Context: an optimization exercise on an open-source flow, tuned for small area and a short achievable clock period. The choices shown serve that exercise and are no tape-out recipe.

Design multiplier_16bit, start of the top module:
module multiplier_16bit (
    input  wire clk,
    input  wire rst,
    input  wire signed [15:0] a,
    input  wire signed [15:0] b,
    output reg  signed [31:0] product,
    output reg  signed [15:0] a_out,
    output reg  signed [15:0] b_out
);
    wire [15:0] ag = a;
    wire [31:0] accn = product;
    wire [16:0] x0;    
    wire one0 = b[0] ^ 1'b0;
    wire two0 = (b[1] & ~b[0] & ~1'b0) | (~b[1] & b[0] & 1'b0);
    wire neg0 = b[1];
    assign x0[0] = ((one0 & ag[0]) | (two0 & 1'b0)) ^ neg0;
    assign x0[1] = ((one0 & ag[1]) | (two0 & ag[0])) ^ neg0;
    assign x0[2] = ((one0 & ag[2]) | (two0 & ag[1])) ^ neg0;
    assign x0[3] = ((one0 & ag[3]) | (two0 & ag[2])) ^ neg0;
    assign x0[4] = ((one0 & ag[4]) | (two0 & ag[3])) ^ neg0;
    assign x0[5] = ((one0 & ag[5]) | (two0 & ag[4])) ^ neg0;
    assign x0[6] = ((one0 & ag[6]) | (two0 & ag[5])) ^ neg0;
    assign x0[7] = ((one0 & ag[7]) | (two0 & ag[6])) ^ neg0;
    assign x0[8] = ((one0 & ag[8]) | (two0 & ag[7])) ^ neg0;
    assign x0[9] = ((one0 & ag[9]) | (two0 & ag[8])) ^ neg0;
  ...
Size: about 64 flip-flops.
==> flow/config.mk <==
export PLATFORM = sky130hd
export DESIGN_NAME = multiplier_16bit
export DESIGN_NICKNAME = multiplier_16bit
export VERILOG_FILES = /design/flow/design.v
export SDC_FILE = /design/flow/constraint.sdc
export NUM_CORES = 4
export LEC_CHECK = 0
export ABC_AREA = 1
export CAP_MARGIN = 20
export CORE_MARGIN = 2
export CORE_UTILIZATION = 40
export SLEW_MARGIN = 20
export SYNTH_HIERARCHICAL = 1
==> flow/constraint.sdc <==
create_clock -name core_clock -period 20.0 [get_ports {clk}]
set_input_delay 4.0000 -clock core_clock [delete_from_list [all_inputs] [get_ports {clk}]]
set_output_delay 4.0000 -clock core_clock [all_outputs]
set_load 0.01 [all_outputs]
standard.sh (not shown) runs the stock make flow with config.mk's settings and CLKGATE_MAP_FILE= SYNTH_SCRIPT=/design/flow/synth_recipe.tcl, a recipe that flattens the netlist after the stock synthesis.
==> flow/flow/run.sh <==
#!/bin/bash
# The standard synthesis and layout, with these changes to the layout:
#  * the port buffers are the smallest buffer cell (buffer_ports -buffer_cell) instead of
#    the delay-cell buffers buffer_ports picks by itself;
#  * the clock tree uses the buffers in flow/cts_bufs.txt and no dummy loads;
#  * repair_timing aims for extra setup slack (flow/setup_margin.txt, ns) so the resizer
#    speeds up the critical paths. The clock and I/O constraints are unchanged.
set -euo pipefail
# clock tree: small clock buffers and no dummy loads (64 flip-flops need little drive)
export CTS_ARGS="-sink_clustering_enable -repair_clock_nets -buf_list {$(cat flow/cts_bufs.txt)} -dont_use_dummy_load"
export BUFFER_PORTS_ARGS="-buffer_cell sky130_fd_sc_hd__buf_1"
M=$(cat flow/setup_margin.txt)
if [[ "$M" != "0" ]]; then export SETUP_SLACK_MARGIN=$M; fi
S=$(cat flow/move_sequence.txt)
if [[ -n "$S" ]]; then export SETUP_MOVE_SEQUENCE=$S; fi
bash standard.sh synth > synth.log 2>&1
bash standard.sh finish > layout.log 2>&1
==> flow/flow/cts_bufs.txt <==
sky130_fd_sc_hd__clkbuf_8
==> flow/flow/move_sequence.txt <==
unbuffer,sizeup,swap
==> flow/flow/setup_margin.txt <==
10.8
The baseline produced a clean layout.
Then changed:
--- a/flow/design.v
+++ b/flow/design.v
@@ -211,19 +211,19 @@
     wire s30, c31;
     fa us30 (c21, s28, c23, s30, c31);
     wire s32, c33;
     fa us32 (accn[7], x0[7], x1[5], s32, c33);
     wire s34, c35;
     fa us34 (x2[3], x3[1], c25, s34, c35);
     wire s36, c37;
     fa us36 (c27, s32, s34, s36, c37);
     wire s38, c39;
-    ha us38 (c29, s36, s38, c39);
+    fa us38 (c29, s36, c31, s38, c39);
     wire s40, c41;
     fa us40 (accn[8], b[9], x0[8], s40, c41);
     wire s42, c43;
     fa us42 (x1[6], x2[4], x3[2], s42, c43);
     wire s44, c45;
     fa us44 (x4[0], c33, s40, s44, c45);
     wire s46, c47;
     fa us46 (s42, c35, s44, s46, c47);
     wire s48, c49;
@@ -243,31 +243,31 @@
     wire s62, c63;
     fa us62 (x1[8], x2[6], x3[4], s62, c63);
     wire s64, c65;
     fa us64 (x4[2], x5[0], c51, s64, c65);
     wire s66, c67;
     fa us66 (c53, s60, s62, s66, c67);
     wire s68, c69;
     fa us68 (s64, c55, s66, s68, c69);
     wire s70, c71;
-    fa us70 (c57, s68, c59, s70, c71);
+    ha us70 (c57, s68, s70, c71);
     wire s72, c73;
     fa us72 (accn[11], x0[11], x1[9], s72, c73);
     wire s74, c75;
     fa us74 (x2[7], x3[5], x4[3], s74, c75);
     wire s76, c77;
     fa us76 (x5[1], c61, c63, s76, c77);
     wire s78, c79;
     fa us78 (s72, s74, c65, s78, c79);
     wire s80, c81;
     fa us80 (s76, c67, s78, s80, c81);
     wire s82, c83;
-    ha us82 (c69, s80, s82, c83);
+    fa us82 (c69, c71, s80, s82, c83);
     wire s84, c85;
     fa us84 (accn[12], b[13], x0[12], s84, c85);
     wire s86, c87;
     fa us86 (x1[10], x2[8], x3[6], s86, c87);
     wire s88, c89;
     fa us88 (x4[4], x5[2], x6[0], s88, c89);
     wire s90, c91;
     fa us90 (c73, c75, s84, s90, c91);
     wire s92, c93;
@@ -299,19 +299,19 @@
     wire s118, c119;
     fa us118 (x7[0], c99, c101, s118, c119);
     wire s120, c121;
     fa us120 (s112, s114, s116, s120, c121);
     wire s122, c123;
     fa us122 (c103, s118, c105, s122, c123);
     wire s124, c125;
     fa us124 (s120, c107, s122, s124, c125);
     wire s126, c127;
-    ha us126 (c109, s124, s126, c127);
+    fa us126 (c109, s124, c111, s126, c127);
     wire s128, c129;
     fa us128 (accn[15], x0[15], x1[13], s128, c129);
     wire s130, c131;
     fa us130 (x2[11], x3[9], x4[7], s130, c131);
     wire s132, c133;
     fa us132 (x5[5], x6[3], x7[1], s132, c133);
     wire s134, c135;
     fa us134 (c113, c115, c117, s134, c135);
     wire s136, c137;
@@ -461,54 +461,52 @@
     wire s280, c281;
     fa us280 (accn[29], x7[15], 1'b1, s280, c281);
     wire s282, c283;
     fa us282 (s280, c277, c279, s282, c283);
     wire s284, c285;
     fa us284 (accn[30], x7[16], c281, s284, c285);
     wire s286, c287;
     fa us286 (accn[31], c285, 1'b1, s286, c287);
     wire [31:0] r0 = {s286, s284, s282, s278, s274, s268, s262, s254, s246, s236, s226, s214, s202, s188, s174, s158, s142, s126, s110, s96, s82, s70, s58, s48, s38, s30, s22, s16, s10, s6, s2, s0};
-    wire [31:0] r1 = {1'b0, c283, 1'b0, c275, 1'b0, c263, 1'b0, c247, 1'b0, c227, 1'b0, c203, 1'b0, c175, 1'b0, c143, 1'b0, c111, 1'b0, 1'b0, c71, 1'b0, 1'b0, 1'b0, c31, 1'b0, 1'b0, 1'b0, 1'b0, 1'b0, 1'b0, 1'b0};
+    wire [31:0] r1 = {1'b0, c283, 1'b0, c275, 1'b0, c263, 1'b0, c247, 1'b0, c227, 1'b0, c203, 1'b0, c175, 1'b0, c143, 1'b0, 1'b0, 1'b0, 1'b0, 1'b0, c59, 1'b0, 1'b0, 1'b0, 1'b0, 1'b0, 1'b0, 1'b0, 1'b0, 1'b0, 1'b0};
     wire [31:0] sum;
     wire [31:0] p0, gn;
     assign p0[0] = r0[0];
     assign gn[0] = 1'b1;
     assign p0[1] = r0[1];
     assign gn[1] = 1'b1;
     assign p0[2] = r0[2];
     assign gn[2] = 1'b1;
     assign p0[3] = r0[3];
     assign gn[3] = 1'b1;
     assign p0[4] = r0[4];
     assign gn[4] = 1'b1;
     assign p0[5] = r0[5];
     assign gn[5] = 1'b1;
     assign p0[6] = r0[6];
     assign gn[6] = 1'b1;
-    wire g7;
-    ha upg7 (r0[7], r1[7], p0[7], g7);
-    assign gn[7] = ~g7;
+    assign p0[7] = r0[7];
+    assign gn[7] = 1'b1;
     assign p0[8] = r0[8];
     assign gn[8] = 1'b1;
     assign p0[9] = r0[9];
     assign gn[9] = 1'b1;
-    assign p0[10] = r0[10];
-    assign gn[10] = 1'b1;
-    wire g11;
-    ha upg11 (r0[11], r1[11], p0[11], g11);
-    assign gn[11] = ~g11;
+    wire g10;
+    ha upg10 (r0[10], r1[10], p0[10], g10);
+    assign gn[10] = ~g10;
+    assign p0[11] = r0[11];
+    assign gn[11] = 1'b1;
     assign p0[12] = r0[12];
     assign gn[12] = 1'b1;
     assign p0[13] = r0[13];
     assign gn[13] = 1'b1;
-    wire g14;
-    ha upg14 (r0[14], r1[14], p0[14], g14);
-    assign gn[14] = ~g14;
+    assign p0[14] = r0[14];
+    assign gn[14] = 1'b1;
     assign p0[15] = r0[15];
     assign gn[15] = 1'b1;
     wire g16;
     ha upg16 (r0[16], r1[16], p0[16], g16);
     assign gn[16] = ~g16;
     assign p0[17] = r0[17];
     assign gn[17] = 1'b1;
     wire g18;
     ha upg18 (r0[18], r1[18], p0[18], g18);
After rerunning: The changed run went through all stages and came out clean; non-clock buffer count decreases by 2; worst hold slack gains 14 ps; worst setup slack gets worse by 310 ps; routed wire length increases by 0.91%; sequential share of layout area went down by 0.72 points; final cell count shrinks by 2.2%; register-to-register slack degrades by 550 ps; fmax decreases by 3.3%; die area is higher by 3.7%; core utilization increases by 0.69 points.
Function was not checked in any run of this note: the RTL went through the layout flow alone.

==> afterwards: timing with drivers on the ports <==
The results above use ideal ports. As a check the final layouts listed here were re-extracted and re-timed, cells and wires unchanged.
Step 1 sets driving cells, clkbuf_16 on the clock port and buf_2 on the other inputs (assumed; they add their load-dependent delay and slew).
Step 2 adds t to the input delays and takes it off the output delays; t is the mean of the earliest and latest rising clock arrival at the registers after step 1. Input paths then give back, and output paths get back, about the clock's delay inside the block.
a / b / c = ideal ports / drivers / drivers and shift; a / b = the first two.
run | t, ns | slack for setup (ns) | worst hold slack (ns) | clock arrival spread, ns | worst slew at a driven data input, ns
the first run | 0.397 | 10.984 / 10.999 / 10.602 | 0.667 / 0.667 / 0.667 | 0.028 / 0.028 | 0.04
the second run | 0.405 | 10.675 / 10.670 / 10.265 | 0.681 / 0.681 / 0.681 | 0.024 / 0.024 | 0.06
After both steps every run listed still meets setup and hold. The setup slack of the second run, which loses most, moves by -0.005 ns with the drivers and by -0.410 ns with both steps.
